Context: an optimization exercise on an open-source flow, tuned for small area. The choices shown serve that exercise and are no tape-out recipe. At most, simulation tests tie the RTL to the original design; equivalence was not proved.

the previous run:
## dctqtop
module dctqtop(
 clk,
 reset_n,
 start,
 di,
 din_valid,
 wa,
 be,
 hold,
 ready,
 dctq,
 dctq_valid,
 addr
 ) ;
 input clk ;
 input reset_n ;
 input start ;
 input din_valid ;
 input hold ;
 input [63:0] di ;
 input [2:0] wa ;
 input [7:0] be ;
 output ready ;
 output [8:0] dctq ;
 output dctq_valid ;
 output [5:0] addr ;
 wire rnw ;
 wire encnt2 ;
 wire [5:0] cnt1_reg ;
 wire [2:0] cnt2_reg ;
 wire [2:0] cnt3_reg ;
 wire [5:0] cnt4_reg ;
 wire [63:0] col ;
 wire [39:0] u1 ;
 wire [6:0] ms1 ;
 wire [10:0] din_next ;
 wire [10:0] qr0, qr1, qr2, qr3, qr4, qr5, qr6, qr7 ;
 wire [47:0] u2 ;
 wire [7:0] ms2 ;
 wire [11:0] dct_next ;
 wire [8:0] dctq_next ;
 reg [39:0] u1_reg ;           
 reg [6:0] ms1_reg ;           
 reg [2:0] k1_reg ;            
 reg [14*11-1:0] din_pipe ;    
 reg [2:0] cnt3_d1, cnt3_d2 ;  
 reg [47:0] u2_reg ;           
 reg [7:0] ms2_reg ;           
 reg [2:0] k2_reg ;            
 reg [12*12-1:0] dct_pipe ;    
 reg [9*9-1:0] dctq_pipe ;     
 dualram dualram1 ( .clk(clk), .rnw(rnw), .be(be), .ra(cnt1_reg[2:0]),
  .wa(wa), .di(di), .din_valid(din_valid), .dout(col) ) ;
 adder12s first_a ( .x(col), .k(cnt1_reg[5:3]), .u(u1), .msum(ms1) ) ;
 always @ (posedge clk)
 begin
  u1_reg <= u1 ;
  ms1_reg <= ms1 ;
  k1_reg <= cnt1_reg[5:3] ;
 end
 mult8ux8s first_b ( .u(u1_reg), .msum(ms1_reg), .k(k1_reg), .din(din_next) ) ;
 always @ (posedge clk)
  din_pipe <= {din_pipe[13*11-1:0], din_next} ;
  ...
Settings: LEC_CHECK=0, CAP_MARGIN=20, CORE_MARGIN=2, CORE_UTILIZATION=40, SLEW_MARGIN=20; clock period 8.0 ns.
run.sh (not shown) runs the stock make flow with config.mk's settings and CLKGATE_MAP_FILE= SYNTH_SCRIPT=/design/flow/synth_recipe.tcl, a recipe that flattens the netlist after the stock synthesis.
Here is what was changed in the inputs of the current run compared with the previous run.
Settings: changing CORE_UTILIZATION from 40 to 65.
Results
[compare] base=the previous run new=the current run: total met3 wirelength after detailed routing went up 2.6 mm. Looking at die area, the current run sits 38% lower than the previous run does. Final-layout clock buffer total: the current run < the previous run. [compare] base=the previous run new=the current run: fraction of met1 tracks used by global routing saw an increase, fmax saw a decrease, initial antenna violation count saw a decrease, sequential share of layout area saw an increase.

* * *

dctqtop, a different RTL version from the one above (not shown whole).
Size: roughly 6200 cells after synthesis, roughly 1700 flip-flops, roughly 97 I/O pins, ~0.085 mm^2 of cells after synthesis.
export LEC_CHECK = 0
export CAP_MARGIN = 20
export CORE_MARGIN = 2
export CORE_UTILIZATION = 65
export CTS_CLUSTER_DIAMETER = 60
export CTS_CLUSTER_SIZE = 25
export SLEW_MARGIN = 20
create_clock -name core_clock -period 8.0 [get_ports {clk}]
==> next run, changes <==
CTS_CLUSTER_DIAMETER = 80   (was 60)
CTS_CLUSTER_SIZE = 30   (was 25)
After rerunning: The new run ran to the end with no violations; critical path depth does not change; register-to-register slack gets better by 110 ps; setup slack is better by 110 ps; maximum frequency climbs by 1.4%.
==> next run, changes <==
CTS_BUF_LIST = sky130_fd_sc_hd__clkbuf_4 sky130_fd_sc_hd__clkbuf_8   (was unset)
CTS_CLUSTER_DIAMETER = unset   (was 80)
CTS_CLUSTER_SIZE = unset   (was 30)
Outcome: Final cell count rises by about 4.3%. Critical path depth is unchanged. Setup slack is worse by 31 ps. Routed wire length climbs by about 1.8%. First-iteration DRC count came out lower by about 0.9%. Die area is unchanged. Synthesized cell count stays the same. Final area grows by 3.1%.
==> next run, changes <==
CTS_BUF_LIST = sky130_fd_sc_hd__clkbuf_8   (was sky130_fd_sc_hd__clkbuf_4 sky130_fd_sc_hd__clkbuf_8)
Setup slack gets better by 25 ps.
Hold slack barely changes.
Sequential share of layout area climbs by 0.17 points.
No functional check of the RTL was part of any run of this note.

* * *

Another version of the RTL of dctqtop (not shown whole).
Size in the first run: about 1,700 flip-flops, ~97 I/O pins, ~82,000 sq um of cells after synthesis.
// dctqtop
module dctqtop(
 clk,
 reset_n,
 start,
 di,
 din_valid,
 wa,
 be,
 hold,
 ready,
 dctq,
 dctq_valid,
 addr
 ) ;
 input clk ;
 input reset_n ;
 input start ;
 input din_valid ;
 input hold ;
 input [63:0] di ;
 input [2:0] wa ;
 input [7:0] be ;
 output ready ;
 output [8:0] dctq ;
 output dctq_valid ;
 output [5:0] addr ;
 wire rnw ;
 wire encnt2 ;
 wire [5:0] cnt1_reg ;
 wire [2:0] cnt2_reg ;
 wire [2:0] cnt3_reg ;
 wire [5:0] cnt4_reg ;
 wire [63:0] col ;
 wire [15:0] rsel ;
 wire [39:0] u1 ;
 wire [2:0] ms1 ;
 wire [10:0] din_next ;
 wire [10:0] qr0, qr1, qr2, qr3, qr4, qr5, qr6, qr7 ;
 wire [47:0] u2 ;
 wire [2:0] ms2 ;
 wire [11:0] dct_next ;
 wire [8:0] dctq_next ;
 reg [39:0] u1_reg ;           
 reg [2:0] ms1_reg ;           
 reg [2:0] k1_reg ;            
 reg [14*11-1:0] din_pipe ;    
 reg [2:0] cnt3_d1, cnt3_d2 ;  
 reg [47:0] u2_reg ;           
 reg [2:0] ms2_reg ;           
 reg [2:0] k2_reg ;            
 reg [12*12-1:0] dct_pipe ;    
 reg [9*9-1:0] dctq_pipe ;     
 dualram dualram1 ( .clk(clk), .rnw(rnw), .be(be), .sel(rsel),
  .wa(wa), .di(di), .din_valid(din_valid), .dout(col) ) ;
 adder12s first_a ( .x(col), .k(cnt1_reg[5:3]), .u(u1), .msum(ms1) ) ;
 always @ (posedge clk)
 begin
  u1_reg <= u1 ;
  ms1_reg <= ms1 ;
  k1_reg <= cnt1_reg[5:3] ;
 end
 mult8ux8s first_b ( .u(u1_reg), .msum(ms1_reg), .k(k1_reg), .din(din_next) ) ;
 always @ (posedge clk)
  din_pipe <= {din_pipe[13*11-1:0], din_next} ;
 dctreg2x8xn #(11) dctreg1 ( .clk(clk), .din(din_pipe[14*11-1 -: 11]),
  .wa(cnt2_reg), .enreg(encnt2),
  .qr0(qr0), .qr1(qr1), .qr2(qr2), .qr3(qr3),
  .qr4(qr4), .qr5(qr5), .qr6(qr6), .qr7(qr7) ) ;
 always @ (posedge clk)
 begin
  cnt3_d1 <= cnt3_reg ;
  cnt3_d2 <= cnt3_d1 ;
 end
 adder14rs second_a ( .q({qr0, qr1, qr2, qr3, qr4, qr5, qr6, qr7}),
  .k(cnt3_d2), .u(u2), .msum(ms2) ) ;
 always @ (posedge clk)
 begin
  u2_reg <= u2 ;
  ms2_reg <= ms2 ;
  ...
Settings: LEC_CHECK=0, CAP_MARGIN=20, CORE_MARGIN=2, CORE_UTILIZATION=65, CTS_CLUSTER_DIAMETER=80, CTS_CLUSTER_SIZE=30, SLEW_MARGIN=20; clock period 8.0 ns.
Change:
ABC_AREA = 1   (was default)
CORE_UTILIZATION = 72   (was 65)
CTS_BUF_LIST = sky130_fd_sc_hd__clkbuf_8 sky130_fd_sc_hd__clkbuf_16   (was default)
Worst hold slack hardly moves.
Global-route usage increases by 3.4 points.
Critical path depth decreases by 2.
Clock-buffer cell count decreases by 33.
Die area decreases by roughly a tenth.
Setup slack gains 21 ps.
First-iteration DRC count increases by roughly a tenth.
Area after synthesis decreases slightly.
Via count increases slightly.
Change:
CORE_UTILIZATION = 76   (was 72)
CTS_BUF_LIST = default   (was sky130_fd_sc_hd__clkbuf_8 sky130_fd_sc_hd__clkbuf_16)
What happened:
- critical path depth is lower by 10
- global-route usage is higher by 5.5 points
- area after synthesis stays the same
- worst hold slack hardly moves
- final cell count shrinks slightly
- design area is about the same
- wire length increases by a few percent
- utilization increases by 3.9 points
- die area drops by a few percent
Change:
CORE_UTILIZATION = 65   (was 76)
What happened: Cell area climbs by 1.0%. Setup slack improves by 240 ps. Non-clock buffer count came out higher by 37.
Change:
CORE_UTILIZATION = 72   (was 65)
GPL_ROUTABILITY_DRIVEN = 0   (was default)
What happened: The new run produced a clean layout; fmax drops slightly; routed wire length went down by a few percent; count of clock-buffer cells in the layout is higher by 5; synthesized cell count stays the same; synthesized area does not change; utilization goes up by 7.1 points; die area drops by roughly a tenth; global-route usage goes up by 1.6 points.
Change:
CORE_UTILIZATION = 65   (was 72)
GPL_ROUTABILITY_DRIVEN = default   (was 0)
PLACE_DENSITY = 0.8   (was default)
After rerunning: Worst setup slack gains 88 ps; die area went up by about 11%; area after synthesis is unchanged; core utilization went down by 7.3 points; via count barely changes; clock-buffer cell count does not change; flip-flop and latch count stays the same; routed wire length went up by 1.4%; register-to-register slack gains 90 ps.

* * *

Starting RTL as in the previous note.
Settings: LEC_CHECK=0, ABC_AREA=1, CAP_MARGIN=20, CORE_MARGIN=2, CORE_UTILIZATION=65, CTS_CLUSTER_DIAMETER=80, CTS_CLUSTER_SIZE=30, SLEW_MARGIN=20, TNS_END_PERCENT=5; clock period 8.0 ns.
The baseline passed the timing, design-rule and antenna checks.
==> next run, changes <==
--- a/flow/config.mk
+++ b/flow/config.mk
@@ -10,3 +10,3 @@
 export CORE_MARGIN = 2
-export CORE_UTILIZATION = 65
+export CORE_UTILIZATION = 72
 export CTS_CLUSTER_DIAMETER = 80
@@ -14,2 +14 @@
 export SLEW_MARGIN = 20
-export TNS_END_PERCENT = 5
Clock skew is lower by 0.020 ns.
Utilization is higher by 7.3 points.
Cell count falls by 2.2%.
Wire length went down by 4.6%.
Worst setup slack got worse by 0.026 ns.
Non-clock buffer count is lower by 27.
==> next run, changes <==
--- a/flow/config.mk
+++ b/flow/config.mk
@@ -13,2 +13,3 @@
 export CTS_CLUSTER_SIZE = 30
+export PLACE_DENSITY = 0.8
 export SLEW_MARGIN = 20
Outcome: Final area barely changes; first-iteration DRC count went up by a little under a tenth; clock-buffer cell count went up by 3; hold slack loses 0.0050 ns; final cell count went up slightly; global-route usage went up by 2.5 points; core utilization went up by 0.13 points; worst setup slack loses 0.049 ns.

-- re-timing with driven ports --
The flow's constraints put no driver on any port. The routed layouts listed below were extracted and timed again, unchanged, in two steps.
Step 1 sets driving cells, clkbuf_16 on the clock port and buf_2 on the other inputs (assumed; they add their load-dependent delay and slew).
Step 2 moves the port delays by t, midway between the first and last clock arrival at a register: inputs arrive t later, outputs are due t later. That takes back most of the time a late clock gives input paths.
a / b / c = ideal / step 1 / step 2; a / b = the first two.
| run | t (ns) | setup slack, ns | worst hold slack (ns) |
|---|---|---|---|
| the previous run | 0.915 | 0.348 / 0.348 / 0.348 | 0.308 / 0.308 / 0.308 |
| the current run | 0.859 | 0.254 / 0.254 / 0.254 | 0.261 / 0.261 / 0.261 |
| the first run of note 2 | 0.821 | 0.229 / 0.229 / 0.229 | 0.322 / 0.322 / 0.322 |
| the second run of note 2 | 0.780 | 0.339 / 0.339 / 0.339 | 0.301 / 0.301 / 0.301 |
| the third run of note 2 | 1.018 | 0.308 / 0.308 / 0.308 | 0.289 / 0.289 / 0.289 |
| the fourth run of note 2 | 1.000 | 0.333 / 0.333 / 0.333 | 0.288 / 0.288 / 0.288 |
| the first run of note 3 | 0.815 | 0.341 / 0.341 / 0.341 | 0.324 / 0.324 / 0.324 |
| the second run of note 3 | 0.795 | 0.362 / 0.362 / 0.362 | 0.324 / 0.324 / 0.324 |
| the third run of note 3 | 0.793 | 0.159 / 0.159 / 0.159 | 0.323 / 0.323 / 0.323 |
| the fourth run of note 3 | 0.808 | 0.399 / 0.399 / 0.399 | 0.317 / 0.317 / 0.317 |
| the fifth run of note 3 | 0.756 | 0.374 / 0.374 / 0.374 | 0.302 / 0.302 / 0.302 |
| the sixth run of note 3 | 0.804 | 0.462 / 0.462 / 0.462 | 0.310 / 0.310 / 0.310 |
| the first run of note 4 | 0.808 | 0.399 / 0.399 / 0.399 | 0.317 / 0.317 / 0.317 |
| the second run of note 4 | 0.791 | 0.373 / 0.373 / 0.373 | 0.324 / 0.324 / 0.324 |
| the third run of note 4 | 0.785 | 0.324 / 0.324 / 0.324 | 0.319 / 0.319 / 0.319 |
After both steps setup and hold are still met in every run listed.
